This is an optimization exercise on Yosys and OpenROAD, whose aim is small area, not a production implementation.
Only simulation tests tie the RTL to the original design; equivalence was not proved.
Power is estimated from default activity; no workload was simulated.

==> flow/design.v <==
module  debounce (
        input    wire    clk          ,
        input    wire    rst_n        ,
        input    wire    smp          ,
        input    wire    key_i        ,
        output   wire    fire
);
reg [3:0] st;
always @(posedge clk or negedge rst_n) begin
    if (~rst_n)
        st <= 4'b0000;
    else if (smp) begin
        if (key_i)
            st <= (st == 4'b0111) ? 4'b1000 : 4'b0000;
        else if (st[3])
            st <= (st[1] | st[0]) ? 4'b1111 : 4'b0001;
        else
            st <= (st[2:0] == 3'd7) ? 4'b1001 : {1'b0, st[2:0] + 3'd1};
    end
end
assign fire = st[3] & ~st[1];
endmodule
module  sco (
        input    wire              clk                 ,
        input    wire              rst_n               ,
        input    wire              p1                  ,
        input    wire              p2                  ,
        input    wire              p3                  ,
        input    wire              fire_bs             ,
        input    wire              fire_rec            ,
        input    wire              fire_dis            ,
        input    wire    [2:0]     sel                 ,
        output   wire    [3:0]     dig
);
reg        en;         
reg [1:0]  cd;         
reg [1:0]  cr;         
reg [3:0]  d0, d1, d2, d4;
reg [2:0]  d3, d5;
wire d0_9 = d0[3] & d0[0];
wire d1_9 = d1[3] & d1[0];
wire d2_9 = d2[3] & d2[0];
wire d3_5 = d3[2] & d3[0];
wire d4_9 = d4[3] & d4[0];
wire d5_5 = d5[2] & d5[0];
wire c1 = p1 & d0_9;
wire c2 = c1 & d1_9;
wire c3 = c2 & d2_9;
wire c4 = c3 & d3_5;
wire c5 = c4 & d4_9;
function [3:0] inc10;
    input [3:0] d;
    inc10 = (d[3] & d[0]) ? 4'd0 : d + 4'd1;
endfunction
function [2:0] inc6;
    input [2:0] d;
    inc6 = (d[2] & d[0]) ? 3'd0 : d + 3'd1;
endfunction
always @(posedge clk or negedge rst_n) begin
    if (~rst_n) begin
        d0 <= 4'd0; d1 <= 4'd0; d2 <= 4'd0; d3 <= 3'd0; d4 <= 4'd0; d5 <= 3'd0;
    end
    else begin
        if (p1 & (en | d0_9)) d0 <= inc10(d0);
        if (c1) d1 <= inc10(d1);
        if (c2) d2 <= inc10(d2);
        if (c3) d3 <= inc6(d3);
        if (c4) d4 <= inc10(d4);
        if (c5) d5 <= inc6(d5);
    end
end
always @(posedge clk or negedge rst_n) begin
    if (~rst_n) begin
        en <= 1'b0;
        cd <= 2'd0;
    end
    else begin
        if (p2 & fire_bs) begin
            en <= ~en;
            cd <= 2'd0;
        end
        else if (p3 & fire_dis & ~fire_bs & ~en)
            cd <= cd + 2'd1;
    end
end
wire [21:0] now = {d5, d4, d3, d2, d1, d0};
wire wr = p2 & fire_rec & en;
reg        full;       
always @(posedge clk or negedge rst_n) begin
    if (~rst_n) begin
        cr <= 2'd0;
        full <= 1'b0;
    end
    else if (wr) begin
        cr <= cr[1] ? 2'd0 : cr + 2'd1;
        if (cr[1]) full <= 1'b1;
    end
end
reg [21:0] lap0, lap1, lap2;
always @(posedge clk) begin
    if (wr & (cr == 2'd0)) lap0 <= now;
    if (wr & (cr == 2'd1)) lap1 <= now;
    if (wr & cr[1])        lap2 <= now;
end
wire blank = ~full & ((cd == 2'd3) | (cd == 2'd2 & ~cr[1]) | (cd == 2'd1 & cr == 2'd0));
reg [21:0] v;
always @(*) begin
    case (cd)
        2'd0: v = now;
        2'd1: v = lap0;
        2'd2: v = lap1;
        default: v = lap2;
    endcase
end
reg [3:0] dv;
always @(*) begin
    case (sel)
        3'd5: dv = v[3:0];
        3'd4: dv = v[7:4];
        3'd3: dv = v[11:8];
        3'd2: dv = {1'b0, v[14:12]};
        3'd1: dv = v[18:15];
        default: dv = {1'b0, v[21:19]};
    endcase
end
assign dig = blank ? 4'd0 : dv;
endmodule
module  led_display (
        input    wire              clk              ,
        input    wire              rst_n            ,
        input    wire    [3:0]     dig              ,   
        output   wire              p0               ,
        output   wire              p1               ,
        output   wire              p2               ,
        output   wire              p3               ,
        output   wire    [2:0]     sel              ,
        output   wire    [7:0]     seg
);
reg [2:0] b;
reg [2:0] c;
reg [2:0] sel_q;
wire f1 = b[2] & b[0];
always @(posedge clk or negedge rst_n) begin
    if (~rst_n) begin
        b     <= 3'd0;
        c     <= 3'd0;
        sel_q <= 3'd5;
    end
    else begin
        b <= f1 ? 3'd1 : b + 3'd1;
        if (f1) begin
            c     <= c[2] ? 3'd0 : c + 3'd1;
            sel_q <= (sel_q == 3'd0) ? 3'd5 : sel_q - 3'd1;
        end
    end
end
wire after = (c == 3'd0) & sel_q[0];
assign p0 = f1 & c[2] & ~sel_q[0];
assign p1 = after & b[0] & ~b[1] & ~b[2];
assign p2 = after & b[1] & ~b[0];
assign p3 = after & b[1] & b[0];
assign sel = sel_q;
reg [6:0] seg_r;
always @(*) begin
    case (dig)
        4'd0: seg_r = 7'b100_0000;
        4'd1: seg_r = 7'b111_1001;
        4'd2: seg_r = 7'b010_0100;
        4'd3: seg_r = 7'b011_0000;
        4'd4: seg_r = 7'b001_1001;
        4'd5: seg_r = 7'b001_0010;
        4'd6: seg_r = 7'b000_0010;
        4'd7: seg_r = 7'b111_1000;
        4'd8: seg_r = 7'b000_0000;
        4'd9: seg_r = 7'b001_0000;
        default: seg_r = 7'b100_0000;
    endcase
end
assign seg = {~(sel_q[0] & ~sel_q[2]), seg_r};
endmodule
module  second_counter_top (
        input    wire             clk                 ,
        input    wire             rst_n               ,
        input    wire             key_bs              ,
        input    wire             key_rec             ,
        input    wire             key_dis             ,
        output   wire    [2:0]    sel                 ,
        output   wire    [7:0]    seg
);
wire p0, p1, p2, p3;
wire fire_bs, fire_rec, fire_dis;
wire [3:0] dig;
debounce debounce_u1 (.clk(clk), .rst_n(rst_n), .smp(p0), .key_i(key_bs),  .fire(fire_bs));
debounce debounce_u2 (.clk(clk), .rst_n(rst_n), .smp(p0), .key_i(key_rec), .fire(fire_rec));
debounce debounce_u3 (.clk(clk), .rst_n(rst_n), .smp(p0), .key_i(key_dis), .fire(fire_dis));
sco sco_u1 (
    .clk(clk), .rst_n(rst_n), .p1(p1), .p2(p2), .p3(p3),
    .fire_bs(fire_bs), .fire_rec(fire_rec), .fire_dis(fire_dis),
    .sel(sel), .dig(dig));
led_display led_display_u1 (
    .clk(clk), .rst_n(rst_n), .dig(dig),
    .p0(p0), .p1(p1), .p2(p2), .p3(p3), .sel(sel), .seg(seg));
endmodule
==> flow/run.sh <==
#!/bin/bash
# synth_recipe.tcl (not shown) runs the flow's synth.tcl, then flattens the netlist and writes it again
# the make line also repeats each setting of config.mk as NAME=value (left out here)
make -C /OpenROAD-flow-scripts/flow DESIGN_CONFIG=/design/flow/config.mk WORK_HOME=/design/flow/orfs CLKGATE_MAP_FILE= SYNTH_SCRIPT=/design/flow/synth_recipe.tcl finish
==> flow/config.mk <==
export PLATFORM = sky130hd
export DESIGN_NAME = second_counter_top
export DESIGN_NICKNAME = second_counter_top
export VERILOG_FILES = /design/flow/design.v
export SDC_FILE = /design/flow/constraint.sdc
export NUM_CORES = 4
export LEC_CHECK = 0
export CAP_MARGIN = 20
export CORE_MARGIN = 2
export CORE_UTILIZATION = 70
export CTS_BUF_LIST = sky130_fd_sc_hd__clkbuf_4
export CTS_CLUSTER_SIZE = 20
export PLACE_DENSITY = 0.8
export SLEW_MARGIN = 20
==> flow/constraint.sdc <==
create_clock -name core_clock -period 10.0 [get_ports {clk}]
set_input_delay 2.0000 -clock core_clock [delete_from_list [all_inputs] [get_ports {clk}]]
set_output_delay 2.0000 -clock core_clock [all_outputs]
set_load 0.01 [all_outputs]
==> run_results.csv, run 1 <==
group,metric,value,unit
floorplan,floorplan.die_area,0.00866,mm²
clock_network,ctsHoldBuffers,0,
final_layout,final_nets,526,
sta,max_freq,160,MHz
drt,remaining_routing_drc_violations,0,
drt,viasPerCell,6.42,
pwr,power.combinational.fraction,5.2,%
sta,finalClockSkew,0.0155,ns
sta,worst_slew_pin_slew,0.927,ns
final_layout,layout.filler_cells,482,
drt,wire_per_inst,19.0,µm
clock_network,cts_tree,"built",
drt,dr.first_iter.drc_count,349,
final_layout,layout-drive-gt1-share,11.0,%
grt,grt_start_max_net_pins,50,
critical_path,timing.critical_path.cells,"inv_1, ha_1, a22oi_1, a221oi_1, nor4_1, a311o_1, inv_2, ha_1, inv_1, a311oi_1, clkdlybuf4s50_1",
final_layout,multiInputGateArea,0.00210,mm²
critical_path,critical_path.slowest_cell,"sky130_fd_sc_hd__ha_1",
pwr,clockPowerShare,39.1,%
sta,finalMaxSlewViolations,0,
critical_path,worstPathArrival,4.25,ns
worst_hold_path,min_path_type,"reg2reg",
grt,global_route.overflow_total,0,
drt,detailroute.via_count,3910,
drt,firstDrtPassIters,6,
synthesis,async_flop_share,42.6,%
sta,report.final.setup_viol,0,
critical_path,path_max_fanout,23,
grt,grt_pass1_vias,3740,
critical_path,regToRegStartpoint,"led_display_u1.sel_q[0]",
sta,min_period_over_period,62.5,%
critical_path,cp_slowest_stage_delay,0.77,ns
floorplan,design.core.area,0.00769,mm²
pwr,cell_internal_power,0.695,mW
critical_path,reg2reg_depth,6,
flow_run,timing.max_cap.violations,0,
pwr,power.share.sequential,55.7,%
synthesis,post_synth_edffs,66,
sta,layout_min_cycle_time,6.25,ns
synthesis,syn_area_per_cell,11.7,µm²
sta,report.final.hold_viol_count,0,
floorplan,start_util,72.2,%
final_layout,area_delta_synth_final,9.24,%
pwr,switching_share,23.1,%
floorplan,fp.dieH,93.0,µm
final_layout,final_cells,609,
floorplan,fp.dieW,93.0,µm
final_layout,layout_common_cells,"sky130_fd_sc_hd__edfxtp_1 (66), sky130_fd_sc_hd__dfrtp_1 (47), sky130_fd_sc_hd__nand2_1 (44)",
critical_path,timing.critical_path.max_delay_family,"compound AO/OA/AOI/OAI gates",
grt,aggregate_global_route_resource_usage,28.4,%
clock_network,post_cts_setup_bufs,0,
floorplan,row_count,32,
critical_path,criticalPathCategory,"reg2out",
drt,route.antenna.remaining_nets,0,
floorplan,io-pin-count,16,
grt,antenna_found_initial,0,
critical_path,crit_path_start_kind,"flip-flop",
pwr,cellPowerDensity,149,mW/mm²
clock_network,cts_buffer_count,17,
synthesis,post_synth_cell_types,55,
final_layout,final-seq-area,0.00321,mm²
place,hpwl,7.41,mm
run_status,status,"no timing/DRC/antenna violations",
final_layout,n_diodes,0,
critical_path,critPathBufInv,4,
clock_network,clkSlewWorstSetupHoldPaths,0.10,ns
place,gp_congestion,0.867,
pwr,p_sw,0.209,mW
sta,max-slew-margin-rel,38.2,%
drt,wirelength,11.6,mm
critical_path,regToRegEndpoint,"sco_u1.d5[2]",
place,numPortBuffers,15,
grt,grt_first_pass_wirelength,18.5,mm
final_layout,layout.cells.most_common,"sky130_fd_sc_hd__edfxtp_1",
synthesis,ys_warn_count,3,
pwr,p_leak,2.44,nW
synthesis,synth_ff_type,"sky130_fd_sc_hd__edfxtp_1",
pwr,vdd_drop_max,0.129,mV
clock_network,clock-sinks,115,
clock_network,ctsResizeCount,0,
critical_path,endpoint,"seg[6]",
critical_path,critical_path_cell_count,11,
synthesis,portion_of_the_post_synthesis_area_used_by_sequential_elements,57.9,%
clock_network,clockBufferDepth,2,
synthesis,synth_cells,474,
critical_path,crit_required,8.00,ns
clock_network,insertion_delay,0.51,ns
clock_network,clk_root_buffer_cell,"sky130_fd_sc_hd__clkbuf_4",
synthesis,synthesized_cell_area,0.00555,mm²
synthesis,synth_seq_cells,115,
clock_network,clock_tree.htree_level_count,4,
place,placed_cells,577,
synthesis,mappedNetlistNets,506,
critical_path,ff2ff_setup_slack,7.54,ns
critical_path,setup.worst_path.start,"sco_u1.cd[1]",
sta,timing.setup.tns,0,ns
critical_path,critical_path.endpoint_type,"output port",
sta,rsz_0062_raised_after_global_routing,"no",
## per-stage QoR
step | total power, mW | util [%] | worst slack [ns] | hold slack [ns] | area [µm²]
detailed placement | 0.560 | 75.0 | 4.41 | 0.454 | 5760
finish | 0.904 | 78.9 | 3.75 | 0.477 | 6060
global route | 0.927 | 78.9 | 3.55 | 0.497 | 6060
floorplan | 0.542 | - | 5.57 | 0.440 | 5550
global placement | 0.557 | 75.0 | 4.56 | 0.452 | 5760
CTS | 0.906 | 78.8 | 3.74 | 0.478 | 6060
## per-layer routing
layer	track usage [%]	part of all wire, %	routed length, µm	vias up
met5	0	0	0	-
met4	10.4	2.3	261	0
met3	6.37	6.4	740	34
met2	49.6	52	6000	189
met1	34.8	40	4590	1895
li1	-	-	-	1792
## power groups by stage
stage	combinational (mW)	clock [mW]	sequential (mW)
final	0.0470	0.353	0.504
after global routing	0.0517	0.371	0.504
after CTS	0.0468	0.355	0.504
after detailed placement	0.0461	0	0.514
after global placement	0.0438	0	0.513
after floorplan	0.0296	0	0.512
## flip-flops by register name, indices dropped and copies added, names as in the netlist
name / flops
debounce_u1.st: 4
led_display_u1.sel_q: 3
sco_u1.lap0: 22
sco_u1.lap2: 22
sco_u1.full: 1
debounce_u2.st: 4
sco_u1.d0: 4
sco_u1.cd: 2
sco_u1.en: 1
sco_u1.d5: 3
sco_u1.d1: 4
led_display_u1.c: 3
led_display_u1.b: 3
sco_u1.d2: 4
debounce_u3.st: 4
sco_u1.d3: 3
sco_u1.d4: 4
sco_u1.lap1: 22
sco_u1.cr: 2
## synth_stat cells (3+ instances only)
cell type	count	area (µm²)
sky130_fd_sc_hd__edfxtp_1	66	1980
sky130_fd_sc_hd__dfrtp_1	47	1180
sky130_fd_sc_hd__nand2_1	44	165
sky130_fd_sc_hd__inv_1	38	143
sky130_fd_sc_hd__nor2_1	33	124
sky130_fd_sc_hd__a21oi_1	31	155
sky130_fd_sc_hd__ha_1	27	338
sky130_fd_sc_hd__o21ai_0	19	95.1
sky130_fd_sc_hd__a22oi_1	18	135
sky130_fd_sc_hd__a221oi_1	13	114
sky130_fd_sc_hd__nor3_1	10	50.1
sky130_fd_sc_hd__buf_2	9	45.0
sky130_fd_sc_hd__mux2i_1	8	80.1
sky130_fd_sc_hd__nand3_1	8	40.0
sky130_fd_sc_hd__xor2_1	8	70.1
sky130_fd_sc_hd__a21o_1	7	52.6
sky130_fd_sc_hd__nor2b_1	7	43.8
sky130_fd_sc_hd__o31ai_1	7	52.6
sky130_fd_sc_hd__a211o_1	4	35.0
sky130_fd_sc_hd__a222oi_1	4	40.0
sky130_fd_sc_hd__buf_4	4	30.0
sky130_fd_sc_hd__clkbuf_1	4	15.0
sky130_fd_sc_hd__nand2b_1	4	25.0
sky130_fd_sc_hd__nand3b_1	4	30.0
sky130_fd_sc_hd__a211oi_1	3	22.5
sky130_fd_sc_hd__and3_1	3	18.8
sky130_fd_sc_hd__mux2_2	3	33.8
sky130_fd_sc_hd__nand4_1	3	18.8
sky130_fd_sc_hd__nand4b_1	3	26.3
## cell type report
cell class	instances	share of cell area, %
Sequential cell	115	53.0
Multi-Input combinational cell	302	34.7
Timing Repair Buffer	19	2.93
Clock inverter	14	2.66
Inverter	39	2.41
Clock buffer	18	2.23
Tap cell	102	2.11
## how the worst min path moves through the flow
| stage | from | to | slack, ns | depth (start not counted) |
|---|---|---|---|---|
| 2_1_floorplan | sco_u1.full | sco_u1.full | 0.44 | 1 |
| 3_3_place_gp | sco_u1.full | sco_u1.full | 0.45 | 1 |
| 3_5_place_dp | sco_u1.full | sco_u1.full | 0.45 | 1 |
| 4_1_cts | sco_u1.full | sco_u1.full | 0.48 | 1 |
| 5_1_grt | sco_u1.full | sco_u1.full | 0.50 | 1 |
| 6_report | sco_u1.full | sco_u1.full | 0.48 | 1 |
## cell families (layout without fill, tap and decap cells)
| kind of cell | after synthesis | in the layout | synth area share [%] |
|---|---|---|---|
| xor gates and xnor gates | 10 | 10 | 1.58 |
| muxes | 12 | 12 | 2.25 |
| buffers and inverters | 57 | 90 | 4.46 |
| DFF | 115 | 115 | 57.9 |
| and+or+nand+nor | 134 | 134 | 12.4 |
| AOI/OAI and AO/OA | 119 | 119 | 15.3 |
| adders and majority gates | 27 | 27 | 6.09 |
==> run 2: changes to the inputs <==
--- a/flow/config.mk
+++ b/flow/config.mk
@@ -9,6 +9,3 @@
 export CORE_MARGIN = 2
-export CORE_UTILIZATION = 70
-export CTS_BUF_LIST = sky130_fd_sc_hd__clkbuf_4
-export CTS_CLUSTER_SIZE = 20
-export PLACE_DENSITY = 0.8
+export CORE_UTILIZATION = 40
 export SLEW_MARGIN = 20
==> run 2 against run 1 <==
  * Synthesized area unchanged
  * Critical path type unchanged
  * Still clean on timing, DRC and antenna
  * Sequential share of layout area fell by 2.7 points
  * Highest routed layer unchanged
  * Synthesized cell count unchanged
==> run_results.csv, run 2 <==
group,metric,value,unit
floorplan,start_util,40.4,%
drt,wire_per_inst,16.3,µm
synthesis,post_synth_edffs,66,
clock_network,clockBufferDepth,2,
floorplan,floorplan.die_area,0.0148,mm²
worst_hold_path,min_path_type,"reg2reg",
drt,dr.first_iter.drc_count,254,
synthesis,ys_top_cells_by_count,"sky130_fd_sc_hd__edfxtp_1 (66), sky130_fd_sc_hd__dfrtp_1 (47), sky130_fd_sc_hd__nand2_1 (44), sky130_fd_sc_hd__inv_1 (38), sky130_fd_sc_hd__nor2_1 (33)",
run_status,status,"no timing/DRC/antenna violations",
pwr,totalPowerFinal,1.08,mW
synthesis,mappedNetlistNets,506,
sta,report.final.setup_viol,0,
clock_network,post_cts_setup_bufs,0,
synthesis,combinational_family_with_the_most_area_after_synthesis,"compound AO/OA/AOI/OAI gates",
critical_path,crit_path_start_kind,"flip-flop",
floorplan,design.core.area,0.0137,mm²
pwr,vdd_drop_max,0.110,mV
sta,finalClockSkew,0.0103,ns
sta,report.final.hold_viol_count,0,
synthesis,portion_of_the_post_synthesis_area_used_by_sequential_elements,57.9,%
drt,detailroute.via_count,3750,
synthesis,yosys.area_share.xor_xnor,1.58,%
clock_network,clock_tree.htree_level_count,4,
place,placed_cells,656,
grt,grt_start_max_net_pins,50,
sta,layout_min_cycle_time,6.10,ns
drt,route.antenna.remaining_nets,0,
synthesis,synthesized_cell_area,0.00555,mm²
synthesis,async_flop_share,42.6,%
final_layout,layout.cells.most_common,"sky130_fd_sc_hd__edfxtp_1",
sta,rsz_0062_raised_after_global_routing,"no",
floorplan,fp.dieW,122,µm
synthesis,synth_ff_type,"sky130_fd_sc_hd__edfxtp_1",
final_layout,largest_registers,"sco_u1.lap0: 22 flops, sco_u1.lap1: 22 flops, sco_u1.lap2: 22 flops",
critical_path,critical_path.endpoint_type,"output port",
floorplan,fp.dieH,122,µm
final_layout,area_delta_synth_final,15.1,%
place,post_detailed_placement_cell_area,0.00587,mm²
synthesis,synth_cells,474,
clock_network,insertion_delay,0.41,ns
worst_hold_path,hold_depth,1,
grt,aggregate_global_route_resource_usage,16.8,%
sta,max_freq,164,MHz
place,hpwl,7.49,mm
synthesis,post_synth_cell_types,55,
clock_network,cts_buffer_count,17,
pwr,cellPowerDensity,169,mW/mm²
place,numPortBuffers,15,
synthesis,ys_warn_count,3,
pwr,p_leak,2.54,nW
final_layout,utilization,46.5,%
critical_path,path_max_fanout,23,
clock_network,ctsHoldBuffers,0,
sta,max-slew-margin-rel,39.0,%
sta,worst_slew_pin_slew,0.915,ns
floorplan,row_count,43,
critical_path,crit_required,8.00,ns
synthesis,post_synth_adder_cell_area,6.09,%
synthesis,synth.most_common_cell,"sky130_fd_sc_hd__edfxtp_1",
drt,remaining_routing_drc_violations,0,
drt,wirelength,11.2,mm
synthesis,synth-simple-area-share,12.4,%
clock_network,clk_root_buffer_cell,"sky130_fd_sc_hd__clkbuf_16",
final_layout,n_diodes,0,
synthesis,syn_area_per_cell,11.7,µm²
place,gp_congestion,0.821,
clock_network,clkSlewWorstSetupHoldPaths,0.05,ns
synthesis,ys_top_cells_by_area,"sky130_fd_sc_hd__edfxtp_1 (36%), sky130_fd_sc_hd__dfrtp_1 (21%), sky130_fd_sc_hd__ha_1 (6.1%)",
critical_path,criticalPathCategory,"reg2out",
synthesis,yosys-mux-area-fraction,2.25,%
final_layout,layout-drive-gt1-share,10.0,%
sta,timing.setup.tns,0,ns
grt,grt_pass1_vias,3606,
critical_path,worstPathArrival,4.10,ns
critical_path,reg2reg_depth,6,
final_layout,postLayoutCellArea,0.00638,mm²
final_layout,layout_common_cells,"sky130_fd_sc_hd__edfxtp_1 (66), sky130_fd_sc_hd__dfrtp_1 (47), sky130_fd_sc_hd__nand2_1 (44)",
drt,firstDrtPassIters,5,
clock_network,ctsResizeCount,0,
drt,viasPerCell,5.45,
sta,min_period_over_period,61.0,%
grt,global_route.overflow_total,0,
floorplan,io-pin-count,16,
grt,grt_first_pass_wirelength,18.8,mm
synthesis,synth_top_area_share,35.7,%
final_layout,final_nets,527,
clock_network,cts_tree,"built",
final_layout,final_cells,688,
grt,antenna_found_initial,0,
synthesis,yosysTopAreaCell,"sky130_fd_sc_hd__edfxtp_1",
synthesis,synth_seq_cells,115,
clock_network,clock-sinks,115,
flow_run,timing.max_cap.violations,0,
sta,finalMaxSlewViolations,0,
synthesis,synth-compound-area-share,15.3,%
## run 2: cell counts after synthesis
No cell type changed its count.
## run 2: layout make-up
class	instances	area, µm²
well taps	180	225
inverters	39	146
fillers	1245	7330
clock inverters	7	31.3
flip-flops and latches	115	3210
repair buffers	20	183
clock buffers	25	485
multi-input cells	302	2100
## run 2: critical path: stages, from the launching register on
cell	delay, ns
sky130_fd_sc_hd__dfrtp_1	0.42
sky130_fd_sc_hd__inv_1	0.10
sky130_fd_sc_hd__ha_1	0.75
sky130_fd_sc_hd__nor2b_1	0.20
sky130_fd_sc_hd__o21ai_0	0.07
sky130_fd_sc_hd__a21oi_1	0.64
sky130_fd_sc_hd__a311o_1	0.33
sky130_fd_sc_hd__inv_2	0.08
sky130_fd_sc_hd__ha_1	0.22
sky130_fd_sc_hd__nor3b_2	0.19
sky130_fd_sc_hd__a221o_1	0.14
sky130_fd_sc_hd__clkdlybuf4s50_1	0.53
## run 2: path summary, 6_finish.rpt
path | from | end | slack, ns
worst max-delay path | sco_u1.cd[1] | seg[4] | 3.90
worst min-delay path | sco_u1.full | sco_u1.full | 0.50
worst max register to register | led_display_u1.sel_q[0] | sco_u1.d5[2] | 7.55
worst min register to register | sco_u1.full | sco_u1.full | 0.50
max in group asynchronous | rst_n | sco_u1.d3[1] | 7.83
min in group asynchronous | rst_n | sco_u1.d5[0] | 1.68
## run 2: cell families (layout without fill, tap and decap cells)
| group | Yosys count | count (layout) |
|---|---|---|
| adders and majority gates | 27 | 27 |
| buffers and inverters | 57 | 91 |
| muxes | 12 | 12 |
| AOI/OAI and AO/OA | 119 | 119 |
| and+or+nand+nor | 134 | 134 |
| xor gates and xnor gates | 10 | 10 |
| DFF | 115 | 115 |
## run 2: power by group
part / total (mW) / internal [mW] / switching [mW] / leakage (nW)
logic: 0.0464 / 0.0202 / 0.0262 / 1.20
registers: 0.505 / 0.502 / 0.00369 / 1.09
clock network: 0.525 / 0.331 / 0.194 / 0.257
total: 1.08 / 0.852 / 0.224 / 2.54
## run 2: metrics by stage
stage          setup WS, ns  hold slack (ns)
2_1_floorplan          5.57            0.440
3_3_place_gp           4.48            0.481
3_5_place_dp           4.34            0.480
4_1_cts                3.87            0.502
5_1_grt                3.62            0.525
6_report               3.90            0.502
## run 2: routing by layer
layer | global-route usage, % | up-vias | part of all wire, %
li1 | - | 1790 | -
met5 | 0 | - | 0
met2 | 25.9 | 102 | 46
met1 | 22.1 | 1838 | 46
met3 | 4.68 | 20 | 5.2
met4 | 7.83 | 0 | 2.3

-- port drivers added, routing unchanged --
In the flow no input, the clock included, has a driving cell. The finished layouts below were timed again as built, in two steps. Step 1: set_driving_cell puts a clkbuf_16 on clk and a buf_2 on each other input, an assumption about the parent block. Step 2 moves the port delays by t, midway between the first and last clock arrival at a register: inputs arrive t later, outputs are due t later. That takes back most of the time a late clock gives input paths. Three values: no drivers, after step 1, after step 2; two values: the first two.
run	shift t [ns]	slack for setup (ns)	worst register clock-pin slew, ns	pins driven straight from the clock port
run 1	0.528	3.750 / 3.720 / 4.248	0.11 / 0.11	1
run 2	0.449	3.901 / 3.862 / 4.310	0.05 / 0.05	1
After both steps every run listed still meets setup and hold.
